Background: an optimization exercise with open tools, aiming at small area and a short achievable clock period. Do not read the settings as production practice.
Only simulation tests tie the RTL to the original design; equivalence was not proved.

==> flow/design.v, too long to show whole: its modules and the start of the top module <==
// module VAR_LZC: 137 lines
// module fma: 86 lines
// module fma_s0: 900 lines
// module fma_s1: 1306 lines
// module fma_s2: 40 lines
module fma #(
    parameter       WORDWIDTH = 32,
    parameter       EXPONENTWIDTH = 8,
    parameter       MANTISSAWIDTH = 23
)(
    input wire                   clk_I,
    input wire                   rst_n_I,
    input wire [WORDWIDTH-1:0]   operand_a_I,
    input wire [WORDWIDTH-1:0]   operand_b_I,
    input wire [WORDWIDTH-1:0]   operand_c_I,
    input wire [2:0]             rnd_mode,
    input                        gate,
    output wire [WORDWIDTH-1:0]  result_O,
    output wire                  flag_overflow_O,
    output wire                  flag_underflow_O,
    output wire                  done_valid_O
);
  // ...
==> flow/flow/run.sh <==
#!/bin/bash
# Layout: the standard flow, with timing repair aiming for a setup slack
# of MARGIN ns at the design's clock period (the default aims for 0, which
# this design meets without any repair).
set -euo pipefail
MARGIN=$(cat flow/margin.txt)
bash standard.sh SETUP_SLACK_MARGIN="$MARGIN" finish > standard_flow.log 2>&1
==> flow/flow/margin.txt <==
13
==> flow/standard.sh <==
#!/bin/bash
# synth_recipe.tcl (not shown) runs the flow's synth.tcl, then flattens the netlist and writes it again
# the make line also repeats each setting of config.mk as NAME=value (left out here)
make -C /OpenROAD-flow-scripts/flow DESIGN_CONFIG=/design/flow/config.mk WORK_HOME=/design/flow/orfs CLKGATE_MAP_FILE= SYNTH_SCRIPT=/design/flow/synth_recipe.tcl "${@:-finish}"
==> flow/config.mk <==
export PLATFORM = sky130hd
export DESIGN_NAME = fma
export DESIGN_NICKNAME = fma
export VERILOG_FILES = /design/flow/design.v
export SDC_FILE = /design/flow/constraint.sdc
export NUM_CORES = 4
export LEC_CHECK = 0
export ABC_AREA = 1
export CAP_MARGIN = 20
export CORE_MARGIN = 2
export CORE_UTILIZATION = 40
export SLEW_MARGIN = 20
==> flow/constraint.sdc <==
create_clock -name core_clock -period 22.0 [get_ports {clk_I}]
set_input_delay 4.4000 -clock core_clock [delete_from_list [all_inputs] [get_ports {clk_I}]]
set_output_delay 4.4000 -clock core_clock [all_outputs]
set_load 0.01 [all_outputs]
==> metrics.md, run 1 <==
| Metric | Value |
|---|---|
| Status | `timing/DRC/antenna clean` |
| Setup TNS | `0 ps` |
| Met2 Track Usage GR | `52.7%` |
| Post-synthesis mux area share | `0.329%` |
| Slew @ Worst Pin | `1220 ps` |
| Post-route ant nets | `0` |
| Slew Viols, Final | `0` |
| Synth area leader | `fa_1` |
| Inserted Diodes | `1` |
| Vias per inst | `5.72` |
| XOR/XNOR Fraction of Synth Area | `8.35%` |
| Largest net degree at the start of global routing | `81` |
| DRC Markers | `0` |
| Setup Buffers After CTS | `31` |
| Netlist Area Pre-Place | `0.0429 sq mm` |
| Clock latency (worst-skew pair) | `600 ps` |
| Crit path kind | `in2reg` |
| Most used cell, CP | `fa_1` |
| Layout Cells excl Fill | `8097` |
| Met2 WL post-DR | `83600 um` |
| Final Cell Area | `0.0484 sq mm` |
| Core area | `0.107 sq mm` |
| Met3 GRT Util | `4.74%` |
| R2R Path End | `r2_rs` |
| H-tree Lvls | `1` |
| Simple-Gate Fraction of Synth Area | `29.5%` |
| TritonCTS clock tree | `yes` |
| Startpoint types | `primary input` |
| Vias in the first global route | `43200` |
| Total CTS buffers | `30` |
==> run 2, diff against run 1 <==
--- a/flow/config.mk
+++ b/flow/config.mk
@@ -8,5 +8,5 @@
 export ABC_AREA = 1
 export CAP_MARGIN = 20
 export CORE_MARGIN = 2
-export CORE_UTILIZATION = 40
+export CORE_UTILIZATION = 55
 export SLEW_MARGIN = 20
==> run 2 against run 1 <==
Still clean on timing, DRC and antenna. Design area shrank 1.0%. Worst setup slack got worse by 1.2 ps. Cell count is 4.2% lower. Fmax about the same. Critical path type unchanged. First-iteration DRC count decreased by 2.0%. Core utilization rose by 17 points. Global-route usage grew 8.7 points. Via count up 0.93%. Clock skew is 26 ps higher. Critical path depth rose by 28.
==> metrics.md, run 2 <==
| Metric | Value |
|---|---|
| CTS clk-pin slew, worst paths | `70 ps` |
| CTS sink cnt | `250` |
| Ys Warns | `2` |
| Max_slew headroom | `21.9%` |
| Minimum clock period | `8940 ps` |
| Final setup viols | `0` |
| Gpl congestion | `1.17` |
| Largest register FFs | `77` |
| Port-buffer cells | `136` |
| Vias | `46700` |
| Final core occ | `61.9%` |
| I/O pins | `137` |
| Slew @ Worst Pin | `1160 ps (-58.6 ps)` |
| Crit path capture type | `register` |
| Worst EP required | `22480 ps` |
| Routed wire length | `178000 um` |
| Clock latency (worst-skew pair) | `600 ps (about the same)` |
| Placed insts | `7583` |
| Worst min path class | `reg2reg` |
| Die Area | `0.0803 sq mm` |
| TritonRoute pass-1 iters | `8` |
| Netlist cell types | `72` |
| Total CTS buffers | `28 (-6.7%)` |
| Die width | `283 um` |
| Clk buf depth | `3` |
| Initial antenna violation count | `1` |
| Most frequent cells after synthesis | `nand2_1 (1575), inv_1 (1028), nor2_1 (524)` |
| Commonest non-fill, non-tap cells in the layout | `nand2_1 (1564), inv_1 (993), nor2_1 (494)` |
| Initial core utilization | `55.5%` |
| Post-synth EDFFs | `0` |
| Slew Viols, Final | `0 (unchanged)` |
| Flops & latches, synth | `250` |
| Largest registers | `r1_q (77), r1_t_nc (49), r1_s_nc (47)` |
| Crit path kind | `in2reg` |
| Register area share after synthesis | `12.1%` |
| Setup TNS | `0 ps (unchanged)` |
| First-pass GRT wire length | `264000 um` |
| Area Growth Syn to Fin | `11.5%` |
| Post-route ant nets | `0 (unchanged)` |
| Ratio of cells with drive above 1 in the final layout | `8.91%` |
| Row count | `102` |
| Fmax | `0.112 GHz` |
| Final nets | `7366` |
| Count leader, synth | `nand2_1` |
| CP Max Fanout | `8` |
| Ys async rst share | `16.4%` |
| DRC Markers | `0 (unchanged)` |
| Root buffer cell | `clkbuf_16` |
| Most common cell after layout, fill and taps aside | `nand2_1` |
| Area contributors post-synth | `fa_1 (16%), nand2_1 (14%), dfxtp_1 (9.7%)` |
| Synthesized area per cell | `6.49 sq um` |
| # hold bufs at CTS | `0` |
| GRT Residual Overflow | `0` |
| WL/cell | `23.0 um` |
| Die Span Y | `283 um` |
| Netlist Area Pre-Place | `0.0429 sq mm (unchanged)` |
| Biggest register | `r1_q` |
| Initial DRC Count | `5714` |
| Startpoint types | `primary input` |
| Hold violation count in the final report | `0` |
| Layout Cells excl Fill | `7755 (-4.2%)` |
| Vias per inst | `6.03 (+5.4%)` |
| Skew final | `41.7 ps` |
| Syn_nets | `7292` |
| RSZ-0062 raised after global routing | `yes` |
| Hpwl dp | `140000 um` |
| Largest net degree at the start of global routing | `70 (-14%)` |
| GR Util All Layers | `42.6%` |
| TritonCTS clock tree | `yes` |
| Crit share post-route | `40.7%` |
| Crit path arrival time | `9420 ps` |
| Status | `timing/DRC/antenna clean` |
| H-tree Lvls | `1 (unchanged)` |
| Crit path max-delay cell type | `fa_2` |
| Core area | `0.0773 sq mm (-28%)` |
| Most used cell, CP | `nand2_1` |
| MaxCap Viol Count | `0` |
| Top FF cell, synth | `dfxtp_1` |
| Vias in the first global route | `43100 (-0.37%)` |
| Syn Inst Count | `6617` |
| Slowest stage delay, CP | `380 ps` |
| Synth top area share | `16.4%` |
| Synth area leader | `fa_1` |
run 2: cell counts after synthesis:
Identical to the previous run, type by type.
run 2: stage by stage:
step / hold WS [ps] / cell area (sq um) / setup WS [ps]
CTS: 385 / 47000 / 13000
detailed placement: 372 / 45100 / 9990
global route: 401 / 47900 / 12770
global placement: 366 / 45100 / 10120
floorplan: 355 / 43100 / 13000
finish: 385 / 47900 / 13060
run 2: logic make-up (layout without fill, tap and decap cells):
| family | Yosys count | in the layout | share of synthesized area [%] |
|---|---|---|---|
| flops | 250 | 250 | 12.1 |
| buf+inv | 1373 | 1464 | 12.4 |
| mux | 14 | 14 | 0.329 |
| compound gates | 1076 | 1079 | 14.5 |
| fa+ha+maj | 573 | 573 | 22.9 |
| xor+xnor | 409 | 409 | 8.35 |
| other cells | 1 | 3 | 0.00874 |
| simple gates | 2921 | 2923 | 29.5 |
run 2: layer usage:
metal | share of wire, % | up-vias | global-route usage (%)
li1 | - | 21400 | -
met1 | 39 | 21700 | 55.5
met2 | 43 | 2967 | 66.2
met3 | 10 | 621 | 7.49
met4 | 7.9 | 2 | 25.6
met5 | 0.053 | - | 0
run 2: repair_timing:
action	in CTS	in global routing
setup endpoints to repair	147	148
pin swaps	22	46
gates cloned	13	8
setup buffers	46	50
resized for setup	165	185
run 2: area by class of cell:
cell class              instances  area [sq um]
fillers                      7479         29500
well taps                    1040          1300
inverters                    1094          4260
diodes                          2          5.00
repair buffers                305          2790
multi-input cells            4999         33200
repair inverters               13          86.3
flip-flops and latches        250          5220
clock buffers                  38           838
clock inverters                14           119
run 2: critical path, delay by kind of cell:
kind	cells	cell delay, ps
adders and majority gates	3	740
muxes	2	390
AOI/OAI and AO/OA	9	1180
buffers and inverters	9	950
and+or+nand+nor	14	1580
xor gates and xnor gates	1	190
run 2: worst paths after layout:
check / slack (ps) / from / to / cells past startpoint
setup / recovery: 13060 / operand_c_I[23] / r1_q[40] / 38
hold / removal: 390 / r1_valid / r2_valid / 0
setup reg to reg: 13300 / r1_q[11] / r2_rs / 45
hold reg to reg: 390 / r1_valid / r2_valid / 0
max in group asynchronous: 17460 / rst_n_I / r2_em[28] / 1
min in group asynchronous: 3940 / rst_n_I / r2_em[15] / 1
==> run 3, diff against run 2 <==
==> flow/flow/run.sh (replaced) <==
#!/bin/bash
set -euo pipefail
MARGIN=$(cat flow/margin.txt)
bash standard.sh SETUP_SLACK_MARGIN="$MARGIN" \
  BUFFER_PORTS_ARGS="-buffer_cell sky130_fd_sc_hd__buf_2" finish > standard_flow.log 2>&1
--- a/flow/config.mk
+++ b/flow/config.mk
@@ -8,5 +8,5 @@
 export ABC_AREA = 1
 export CAP_MARGIN = 20
 export CORE_MARGIN = 2
-export CORE_UTILIZATION = 55
+export CORE_UTILIZATION = 40
 export SLEW_MARGIN = 20
==> run 3 against run 2 <==
First-iteration DRC count is 5.7% lower. Worst setup slack better by 87 ps. Design area is 0.46% lower. Still clean on timing, DRC and antenna. Routed wire length is 8.6% higher. Largest cell class unchanged. Synthesized area stayed put.
==> metrics.md, run 3 <==
| Metric | Value |
|---|---|
| Ys Warns | `2 (unchanged)` |
| Syn_nets | `7292 (unchanged)` |
| Minimum clock period | `8860 ps (-87.0 ps)` |
| Crit path launch | `operand_b_I[13]` |
| GR Util All Layers | `34.1% (-8.5 points)` |
| WL/cell | `23.9 um (+4.1%)` |
| Placed cell area | `0.0449 sq mm (-0.44%)` |
| Die width | `332 um (+17%)` |
| Netlist Area Pre-Place | `0.0429 sq mm (unchanged)` |
| Total CTS buffers | `30 (+7.1%)` |
| DRC Markers | `0 (unchanged)` |
| Final nets | `7342 (-0.33%)` |
| # hold bufs at CTS | `0 (unchanged)` |
| Setup TNS | `0 ps (unchanged)` |
| CTS sink cnt | `250 (unchanged)` |
| Crit path kind | `in2reg` |
| Flops & latches, synth | `250 (unchanged)` |
| Most common cell after layout, fill and taps aside | `nand2_1` |
| Die Span Y | `332 um (+17%)` |
| Root buffer cell | `clkbuf_16` |
| Startpoint types | `primary input` |
| Ratio of cells with drive above 1 in the final layout | `10.9% (+2.0 points)` |
| Area contributors post-synth | `fa_1 (16%), nand2_1 (14%), dfxtp_1 (9.7%)` |
| Final setup viols | `0 (unchanged)` |
| Post-route ant nets | `0 (unchanged)` |
| RSZ-0062 raised after global routing | `yes` |
| Hpwl dp | `154000 um (+10%)` |
| Commonest non-fill, non-tap cells in the layout | `nand2_1 (1554), inv_1 (999), nor2_1 (495)` |
| TritonCTS clock tree | `yes` |
| Routed wire length | `194000 um (+8.6%)` |
| Ys async rst share | `16.4% (unchanged)` |
| Largest register FFs | `77 (unchanged)` |
| Worst hold path stage count | `0 (unchanged)` |
| Syn Inst Count | `6617 (unchanged)` |
| GRT Residual Overflow | `0 (unchanged)` |
| Largest registers | `r1_q (77), r1_t_nc (49), r1_s_nc (47)` |
| CP Max Fanout | `14 (+6)` |
| Inserted Diodes | `0 (-2)` |
| Slew @ Worst Pin | `1170 ps (+12.3 ps)` |
| Worst EP required | `22430 ps (-50 ps)` |
| Synth top area share | `16.4% (unchanged)` |
| Slew Viols, Final | `0 (unchanged)` |
| Worst r2r src | `r1_q[3]` |
| Initial DRC Count | `5388 (-5.7%)` |
| Top FF cell, synth | `dfxtp_1` |
| Hold violation count in the final report | `0 (unchanged)` |
| TritonRoute pass-1 iters | `6 (-2)` |
| Vias | `46000 (-1.6%)` |
| Crit share post-route | `40.3% (-0.40 points)` |
| Synthesized area per cell | `6.49 sq um (unchanged)` |
| Worst hold start | `r1_valid` |
| Initial core utilization | `40.2% (-15 points)` |
| First-pass GRT wire length | `283000 um (+7.4%)` |
| Count leader, synth | `nand2_1` |
| Most frequent cells after synthesis | `nand2_1 (1575), inv_1 (1028), nor2_1 (524)` |
| Crit path arrival time | `9290 ps (-130 ps)` |
| Synth area leader | `fa_1` |
| Biggest register | `r1_q` |
| Initial antenna violation count | `3 (+2)` |
| I/O pins | `137 (unchanged)` |
| Fmax | `0.113 GHz (+0.98%)` |
| Worst min path class | `reg2reg` |
| Core area | `0.107 sq mm (+38%)` |
| Worst Reg-to-Reg Cells | `51 (+13%)` |
| H-tree Lvls | `1 (unchanged)` |
| Final Cell Area | `0.0476 sq mm (-0.46%)` |
| MaxCap Viol Count | `0 (unchanged)` |
| Row count | `120 (+18%)` |
| Gpl congestion | `1.07 (-8.6%)` |
| Area Growth Syn to Fin | `11.0%` |
| Register area share after synthesis | `12.1% (unchanged)` |
| Largest net degree at the start of global routing | `65 (-7.1%)` |
| Die Area | `0.110 sq mm (+37%)` |
| Skew final | `27.6 ps (-14.1 ps)` |
| Max_slew headroom | `21.1% (-0.83 points)` |
| Netlist cell types | `72 (unchanged)` |
| Crit path capture type | `register` |
| Vias in the first global route | `43400 (+0.75%)` |
| Vias per inst | `5.68 (-5.7%)` |
| CTS clk-pin slew, worst paths | `60 ps (about the same)` |
| Port-buffer cells | `136 (unchanged)` |
| Final Hold Slack | `383 ps (-2.01 ps)` |
| Status | `timing/DRC/antenna clean` |
| Post-synth EDFFs | `0 (unchanged)` |
| Clock latency (worst-skew pair) | `610 ps (about the same)` |
| Clk buf depth | `3 (unchanged)` |
## run 3: per-layer routing
| metal | part of all wire, % | up-vias | GRT usage, % | routed length (um) |
|---|---|---|---|---|
| li1 | - | 21300 | - | - |
| met1 | 42 | 21900 | 46.0 | 81900 |
| met2 | 43 | 2292 | 53.0 | 83900 |
| met3 | 7.8 | 464 | 4.50 | 15200 |
| met4 | 6.6 | 0 | 17.9 | 12900 |
| met5 | 0 | - | 0 | 0 |
## run 3: final timing paths
| check | to | slack, ps |
|---|---|---|
| setup / recovery | r1_s_nc[29] | 13140 |
| max in group asynchronous | r2_valid | 17470 |
| setup reg to reg | r2_em[26] | 13300 |
| hold / removal | r2_valid | 380 |
| min in group asynchronous | r2_em[13] | 3920 |
| hold reg to reg | r2_valid | 380 |
## run 3: per-stage QoR
step / worst slack, ps / utilization [%] / cells
floorplan: 13000 / - / 6617
global route: 12950 / 44.6 / 8093
finish: 13140 / 44.6 / 8093
detailed placement: 10520 / 42.0 / 7949
global placement: 10580 / 42.0 / 7949
CTS: 13010 / 43.6 / 8035
## run 3: logic make-up after synthesis
| kind of cell | count (synthesis) | synth area share, % |
|---|---|---|
| AO/OA/AOI/OAI | 1076 | 14.5 |
| XOR/XNOR | 409 | 8.35 |
| adder cells (fa/ha/maj) | 573 | 22.9 |
| buffers and inverters | 1373 | 12.4 |
| flip-flops | 250 | 12.1 |
| multiplexers | 14 | 0.329 |
| other | 1 | 0.00874 |
| AND/OR/NAND/NOR | 2921 | 29.5 |
## run 3: layout make-up
class	count	area, sq um
inverter	1094	4260
clock inverter	18	185
tap	1403	1760
sequential	250	5240
multi-input combinational	5002	33300
timing repair buffer	282	1960
timing repair inverter	7	50.0
fill	11200	59100
clock buffer	37	848
## run 3: what timing repair did
action	4_1_cts	5_1_grt
gates resized for setup	105	224
setup buffers	19	53
endpoints found under the setup margin	116	141
cloned	12	5
pin swaps	10	47
## run 3: critical path: stages
cell and delay (ps):
buf_2 440, nor2_1 220, nor2_1 650, clkinvlp_4 180
buf_4 230, o22ai_1 200, xor2_1 240, fa_1 480
fa_1 510, inv_1 50, fa_1 490, inv_1 50
fa_1 530, inv_1 50, fa_1 540
==> run 4, diff against run 3 <==
==> flow/flow/margin.txt (replaced) <==
13.5
==> run 4 against run 3 <==
Cell count rose by 1.7%. Core utilization rose by 2.9 points. Now fails the layout checks on capacitance limit, slew limit. Fmax barely moved. Global-route usage fell by 0.33 points. Die area did not move. Design area rose by 6.6%.
==> metrics.md, run 4 <==
| Metric | Value |
|---|---|
| Netlist cell types | `72 (unchanged)` |
| Status | `complete, but fails checks` |
| Worst EP required | `22530 ps (+100 ps)` |
| Area Growth Syn to Fin | `18.3%` |
| Count leader, synth | `nand2_1` |
| Setup TNS | `0 ps (unchanged)` |
| Netlist Area Pre-Place | `0.0429 sq mm (unchanged)` |
| Worst min path class | `reg2reg` |
| MaxCap Viol Count | `1 (+1)` |
| I/O pins | `137 (unchanged)` |
| Synth area leader | `fa_1` |
| Crit share post-route | `40.3% (about the same)` |
| TritonRoute pass-1 iters | `7 (+1)` |
| Largest registers | `r1_q (77), r1_t_nc (49), r1_s_nc (47)` |
| Die Span Y | `332 um (unchanged)` |
| Area contributors post-synth | `fa_1 (16%), nand2_1 (14%), dfxtp_1 (9.7%)` |
| WL/cell | `23.9 um (-0.19%)` |
| Fmax | `0.113 GHz (about the same)` |
| Crit path capture type | `register` |
| Most common cell after layout, fill and taps aside | `nand2_1` |
| Worst Reg-to-Reg Cells | `50 (-2.0%)` |
| GR Util All Layers | `33.7% (-0.33 points)` |
| Max_slew headroom | `-4.62% (-26 points)` |
| Post-synth EDFFs | `0 (unchanged)` |
| Clock latency (worst-skew pair) | `590 ps (-20 ps)` |
| CTS clk-pin slew, worst paths | `60 ps (about the same)` |
| Ys Warns | `2 (unchanged)` |
| H-tree Lvls | `1 (unchanged)` |
| Total CTS buffers | `29 (-3.3%)` |
| Biggest register | `r1_q` |
| Register area share after synthesis | `12.1% (unchanged)` |
| Minimum clock period | `8870 ps (+8.50 ps)` |
| Failed Checks | `capacitance limit, slew limit` |
| Die Area | `0.110 sq mm (unchanged)` |
| Vias | `47500 (+3.2%)` |
| Vias in the first global route | `44100 (+1.6%)` |
| CTS sink cnt | `250 (unchanged)` |
| Core area | `0.107 sq mm (unchanged)` |
| Routed wire length | `197000 um (+1.5%)` |
| Synthesized area per cell | `6.49 sq um (unchanged)` |
| Slew @ Worst Pin | `1560 ps (+388 ps)` |
| Commonest non-fill, non-tap cells in the layout | `nand2_1 (1493), inv_1 (973), nor2_1 (466)` |
| Initial DRC Count | `5871 (+9.0%)` |
| Post-route ant nets | `0 (unchanged)` |
| Startpoint types | `primary input` |
| Vias per inst | `5.77 (+1.4%)` |
| Port-buffer cells | `136 (unchanged)` |
| Initial core utilization | `40.2% (unchanged)` |
| Hold violation count in the final report | `0 (unchanged)` |
| DRC Markers | `0 (unchanged)` |
| Most used cell, CP | `nand2_1` |
| Clk buf depth | `3 (unchanged)` |
| Ratio of cells with drive above 1 in the final layout | `16.5% (+5.6 points)` |
| TritonCTS clock tree | `yes` |
| GRT Residual Overflow | `0 (unchanged)` |
| Gpl congestion | `1.08 (+0.77%)` |
| Ys async rst share | `16.4% (unchanged)` |
| Largest register FFs | `77 (unchanged)` |
| RSZ-0062 raised after global routing | `yes` |
| Syn Inst Count | `6617 (unchanged)` |
| First-pass GRT wire length | `283000 um (-0.18%)` |
| Syn_nets | `7292 (unchanged)` |
| Worst hold path stage count | `0 (unchanged)` |
| Row count | `120 (unchanged)` |
| Crit path max-delay cell type | `fa_2` |
| Hpwl dp | `150000 um (-2.7%)` |
| Placed cell area | `0.0449 sq mm (about the same)` |
| Final setup viols | `0 (unchanged)` |
| Crit path kind | `in2reg` |
| CP Max Fanout | `8 (-6)` |
| Root buffer cell | `clkbuf_16` |
| Top FF cell, synth | `dfxtp_1` |
| Synth top area share | `16.4% (unchanged)` |
| # hold bufs at CTS | `0 (unchanged)` |
| Final nets | `7485 (+1.9%)` |
| Slowest stage delay, CP | `370 ps (-280 ps)` |
| Die width | `332 um (unchanged)` |
| Flops & latches, synth | `250 (unchanged)` |
| Slew Viols, Final | `7 (+7)` |
| Initial antenna violation count | `2 (-1)` |
| Most frequent cells after synthesis | `nand2_1 (1575), inv_1 (1028), nor2_1 (524)` |
| Largest net degree at the start of global routing | `65 (unchanged)` |
| Final Cell Area | `0.0508 sq mm (+6.6%)` |
| Crit path arrival time | `9400 ps (+110 ps)` |
| Skew final | `13.4 ps (-14.2 ps)` |
## run 4: cell types whose count changed in the layout (fill, tap and decap cells not counted), sizes merged
| cell | before | now |
|---|---|---|
| buf | 279 | 401 |
| clkbuf | 39 | 53 |
| clkinv | 33 | 27 |
| clkinvlp | 15 | 21 |
| inv | 1069 | 1064 |
| nand2 | 1620 | 1625 |
| bufbuf | 1 | 3 |
| diode | 0 | 1 |
## run 4: final cells by class
type                            count  area, sq um
Fill cell                       10900        56000
Tap cell                         1403         1760
Clock inverter                      7         95.1
Antenna cell                        1         2.50
Timing Repair Buffer              415         3470
Timing Repair inverter             13         92.6
Inverter                         1094         4300
Sequential cell                   250         5250
Clock buffer                       42          805
Multi-Input combinational cell   5007        35000
## run 4: cell families (layout without fill, tap and decap cells)
family,after synthesis,in the layout,synth area share [%]
adder cells (fa/ha/maj),573,573,22.9
AND/OR/NAND/NOR,2921,2930,29.5
multiplexers,14,14,0.329
flip-flops,250,250,12.1
XOR/XNOR,409,409,8.35
buffers and inverters,1373,1571,12.4
AO/OA/AOI/OAI,1076,1080,14.5
other,1,2,0.00874
## run 4: final timing paths
kind | slack, ps | to | startpoint
max | 13130 | r1_q[49] | operand_c_I[27]
min | 380 | r2_valid | r1_valid
max reg2reg | 13870 | r2_rs | r1_t_nc[32]
min reg2reg | 380 | r2_valid | r1_valid
max in group asynchronous | 17470 | r2_em[27] | rst_n_I
min in group asynchronous | 3950 | r2_em[14] | rst_n_I
## run 4: critical path, delay by kind of cell
kind,cells,cell delay [ps]
buffers and inverters,10,1020
AND/OR/NAND/NOR,13,1350
adder cells (fa/ha/maj),4,1110
AO/OA/AOI/OAI,12,1510
## run 4: timing repair
item	4_1_cts	5_1_grt
setup endpoints to repair	149	149
cloned	22	14
setup buffers	105	96
pin swaps	88	144
gates resized for setup	343	450
## run 4: layer usage
metal	GRT usage [%]	up-vias	routed length (um)
met5	0	-	0
met4	18.3	0	13300
met3	5.03	593	18900
met2	51.7	2768	84200
met1	45.7	22400	80400
li1	-	21700	-
## run 4: stage by stage
step	setup slack [ps]	cells	util [%]	hold WS [ps]
2_1_floorplan	13010	6617	-	355
6_report	13130	8232	47.6	383
3_3_place_gp	10410	7944	42.0	361
3_5_place_dp	10290	7945	42.1	365
4_1_cts	13360	8121	45.0	379
5_1_grt	12850	8231	47.6	389
==> run 5, diff against run 4 <==
==> flow/flow/margin.txt (replaced) <==
13
--- a/flow/config.mk
+++ b/flow/config.mk
@@ -9,4 +9,5 @@
 export CAP_MARGIN = 20
 export CORE_MARGIN = 2
 export CORE_UTILIZATION = 40
+export CTS_BUF_LIST = sky130_fd_sc_hd__clkbuf_4 sky130_fd_sc_hd__clkbuf_8
 export SLEW_MARGIN = 20
==> run 5 against run 4 <==
The run now finishes clean. Fmax fell by 0.58%. Routed wire length decreased by 1.1%. First-iteration DRC count down 5.4%. Clock skew up 54 ps.
==> metrics.md, run 5 <==
| Metric | Value |
|---|---|
| Crit path arrival time | `9520 ps (+120 ps)` |
| WL/cell | `24.0 um (+0.23%)` |
| Vias per inst | `5.66 (-1.9%)` |
| Crit path max-delay cell type | `fa_2` |
| Row count | `120 (unchanged)` |
| Max_slew headroom | `20.1% (+25 points)` |
| Core area | `0.107 sq mm (unchanged)` |
| Port-buffer cells | `136 (unchanged)` |
| Syn_nets | `7292 (unchanged)` |
| MaxCap Viol Count | `0 (-1)` |
| Die Span Y | `332 um (unchanged)` |
| Largest net degree at the start of global routing | `65 (unchanged)` |
| Post-synth EDFFs | `0 (unchanged)` |
| Most frequent cells after synthesis | `nand2_1 (1575), inv_1 (1028), nor2_1 (524)` |
| Setup TNS | `0 ps (unchanged)` |
| Slew Viols, Final | `0 (-7)` |
| Slew @ Worst Pin | `1190 ps (-373 ps)` |
| Placed insts | `7949 (+0.050%)` |
| Ratio of cells with drive above 1 in the final layout | `11.0% (-5.5 points)` |
| Status | `timing/DRC/antenna clean` |
| Hold violation count in the final report | `0 (unchanged)` |
| I/O pins | `137 (unchanged)` |
| First-pass GRT wire length | `283000 um (+0.12%)` |
| Crit path kind | `in2reg` |
| Die Area | `0.110 sq mm (unchanged)` |
| Synthesized area per cell | `6.49 sq um (unchanged)` |
| Synth top area share | `16.4% (unchanged)` |
| Final Cell Area | `0.0477 sq mm (-6.0%)` |
| Worst min path class | `reg2reg` |
| Vias in the first global route | `43400 (-1.5%)` |
| Ys Warns | `2 (unchanged)` |
| Startpoint types | `primary input` |
| Skew final | `67.6 ps (+54.1 ps)` |
| Final core occ | `44.7% (-2.9 points)` |
| Worst EP required | `22600 ps (+70 ps)` |
| Ys async rst share | `16.4% (unchanged)` |
| Gpl congestion | `1.07 (-0.76%)` |
| Top FF cell, synth | `dfxtp_1` |
| DRC Markers | `0 (unchanged)` |
| Initial antenna violation count | `4 (+2)` |
| Worst Reg-to-Reg Cells | `50 (unchanged)` |
| R2R Setup Slk | `13370 ps (-500 ps)` |
| Hpwl dp | `154000 um (+2.8%)` |
| Count leader, synth | `nand2_1` |
| Crit path capture type | `register` |
| Vias | `46000 (-3.2%)` |
| Final setup viols | `0 (unchanged)` |
| CP Max Fanout | `7 (-1)` |
| Total CTS buffers | `47 (+62%)` |
| Routed wire length | `195000 um (-1.1%)` |
| Final Hold Slack | `379 ps (-3.38 ps)` |
| GRT Residual Overflow | `0 (unchanged)` |
| Commonest non-fill, non-tap cells in the layout | `nand2_1 (1556), inv_1 (1002), nor2_1 (501)` |
| GR Util All Layers | `34.1% (+0.38 points)` |
| Placed cell area | `0.0449 sq mm (about the same)` |
| Biggest register | `r1_q` |
| Die width | `332 um (unchanged)` |
| H-tree Lvls | `2 (+1)` |
| TritonRoute pass-1 iters | `6 (-1)` |
| RSZ-0062 raised after global routing | `yes` |
| Syn Inst Count | `6617 (unchanged)` |
| CTS sink cnt | `250 (unchanged)` |
| Fmax | `0.112 GHz (-0.58%)` |
| Final nets | `7356 (-1.7%)` |
| Synth area leader | `fa_1` |
| Most common cell after layout, fill and taps aside | `nand2_1` |
| Clock latency (worst-skew pair) | `700 ps (+110 ps)` |
| Post-route ant nets | `0 (unchanged)` |
| Largest registers | `r1_q (77), r1_t_nc (49), r1_s_nc (47)` |
| TritonCTS clock tree | `yes` |
| Crit share post-route | `40.5% (+0.24 points)` |
| Netlist cell types | `72 (unchanged)` |
| CTS clk-pin slew, worst paths | `50 ps (about the same)` |
| Register area share after synthesis | `12.1% (unchanged)` |
| Initial core utilization | `40.2% (unchanged)` |
| Area contributors post-synth | `fa_1 (16%), nand2_1 (14%), dfxtp_1 (9.7%)` |
| Initial DRC Count | `5556 (-5.4%)` |
| Root buffer cell | `clkbuf_8` |
| Area Growth Syn to Fin | `11.1%` |
| Largest register FFs | `77 (unchanged)` |
| Netlist Area Pre-Place | `0.0429 sq mm (unchanged)` |
| Layout Cells excl Fill | `8123 (-1.3%)` |
| Worst hold path stage count | `0 (unchanged)` |
| Slowest stage delay, CP | `370 ps (about the same)` |
| Flops & latches, synth | `250 (unchanged)` |
| Minimum clock period | `8920 ps (+51.8 ps)` |
| Clk buf depth | `3 (unchanged)` |
## run 5: routing by layer
| metal | track usage, % | share of wire (%) | vias to the layer above |
|---|---|---|---|
| li1 | - | - | 21400 |
| met1 | 45.9 | 42 | 21800 |
| met2 | 53.1 | 43 | 2334 |
| met3 | 4.47 | 8.0 | 449 |
| met4 | 18.6 | 6.6 | 0 |
| met5 | 0 | 0 | - |
## run 5: final timing paths
| kind | start | to |
|---|---|---|
| setup / recovery | operand_c_I[27] | r1_q[54] |
| hold / removal | r1_valid | r2_valid |
| setup reg to reg | r1_q[3] | r2_em[26] |
| hold reg to reg | r1_valid | r2_valid |
| max in group asynchronous | rst_n_I | r1_valid |
| min in group asynchronous | rst_n_I | r2_em[14] |
## run 5: stage by stage
step           setup WS, ps
5_1_grt               12730
3_3_place_gp          10580
3_5_place_dp          10520
2_1_floorplan         13000
6_report              13080
4_1_cts               12980
## run 5: cells by family (layout without fill, tap and decap cells)
logic type                 Yosys count  after routing  share of synthesized area (%)
AOI/OAI and AO/OA                 1076           1079                           14.5
and+or+nand+nor                   2921           2927                           29.5
DFF                                250            250                           12.1
muxes                               14             14                          0.329
other                                1              2                        0.00874
buffers and inverters             1373           1466                           12.4
xor gates and xnor gates           409            409                           8.35
adders and majority gates          573            573                           22.9
## run 5: critical path: cells and delay by family
kind,cells,cell delay (ps)
compound gates,10,1490
buf+inv,7,770
fa+ha+maj,4,1150
simple gates,13,1260
mux,2,410
## run 5: cell type report
type / instances / area (sq um)
fillers: 11200 / 59100
multi-input cells: 5003 / 33300
flip-flops and latches: 250 / 5240
inverters: 1094 / 4250
repair buffers: 280 / 1970
well taps: 1403 / 1760
clock buffers: 70 / 882
clock inverters: 17 / 230
repair inverters: 5 / 30.0
diodes: 1 / 2.50
## run 5: what timing repair did
item / 4_1_cts / 5_1_grt
resized for setup: 86 / 217
setup buffers: 17 / 51
cloned: 9 / 8
hold buffers: 0 / 0
pin swaps: 10 / 39
endpoints found under the setup margin: 113 / 116

what the ideal ports hide:
The results above use ideal ports. As a check the final layouts listed here were re-extracted and re-timed, cells and wires unchanged. Step 1 assumes that a clkbuf_16 drives the clock port and a buf_2 every other input. Step 2 moves the port delays by t, midway between the first and last clock arrival at a register: inputs arrive t later, outputs are due t later. That takes back most of the time a late clock gives input paths. a / b / c = ideal ports / drivers / drivers and shift; a / b = the first two.
| run | t, ns | slack for setup (ns) | worst hold slack (ns) | worst setup path at the end |
|---|---|---|---|---|
| run 1 | 0.667 | 13.057 / 13.094 / 12.428 | 0.390 / 0.390 / 0.390 | input to register |
| run 2 | 0.651 | 13.056 / 13.084 / 12.433 | 0.385 / 0.385 / 0.385 | input to register |
| run 3 | 0.676 | 13.143 / 13.192 / 12.516 | 0.383 / 0.383 / 0.383 | input to register |
| run 4 | 0.651 | 13.134 / 13.151 / 12.500 | 0.383 / 0.383 / 0.383 | input to register |
| run 5 | 0.746 | 13.082 / 13.108 / 12.362 | 0.379 / 0.379 / 0.379 | input to register |
The setup slack of run 5, which loses most, moves by +0.026 ns with the drivers and by -0.720 ns with both steps.
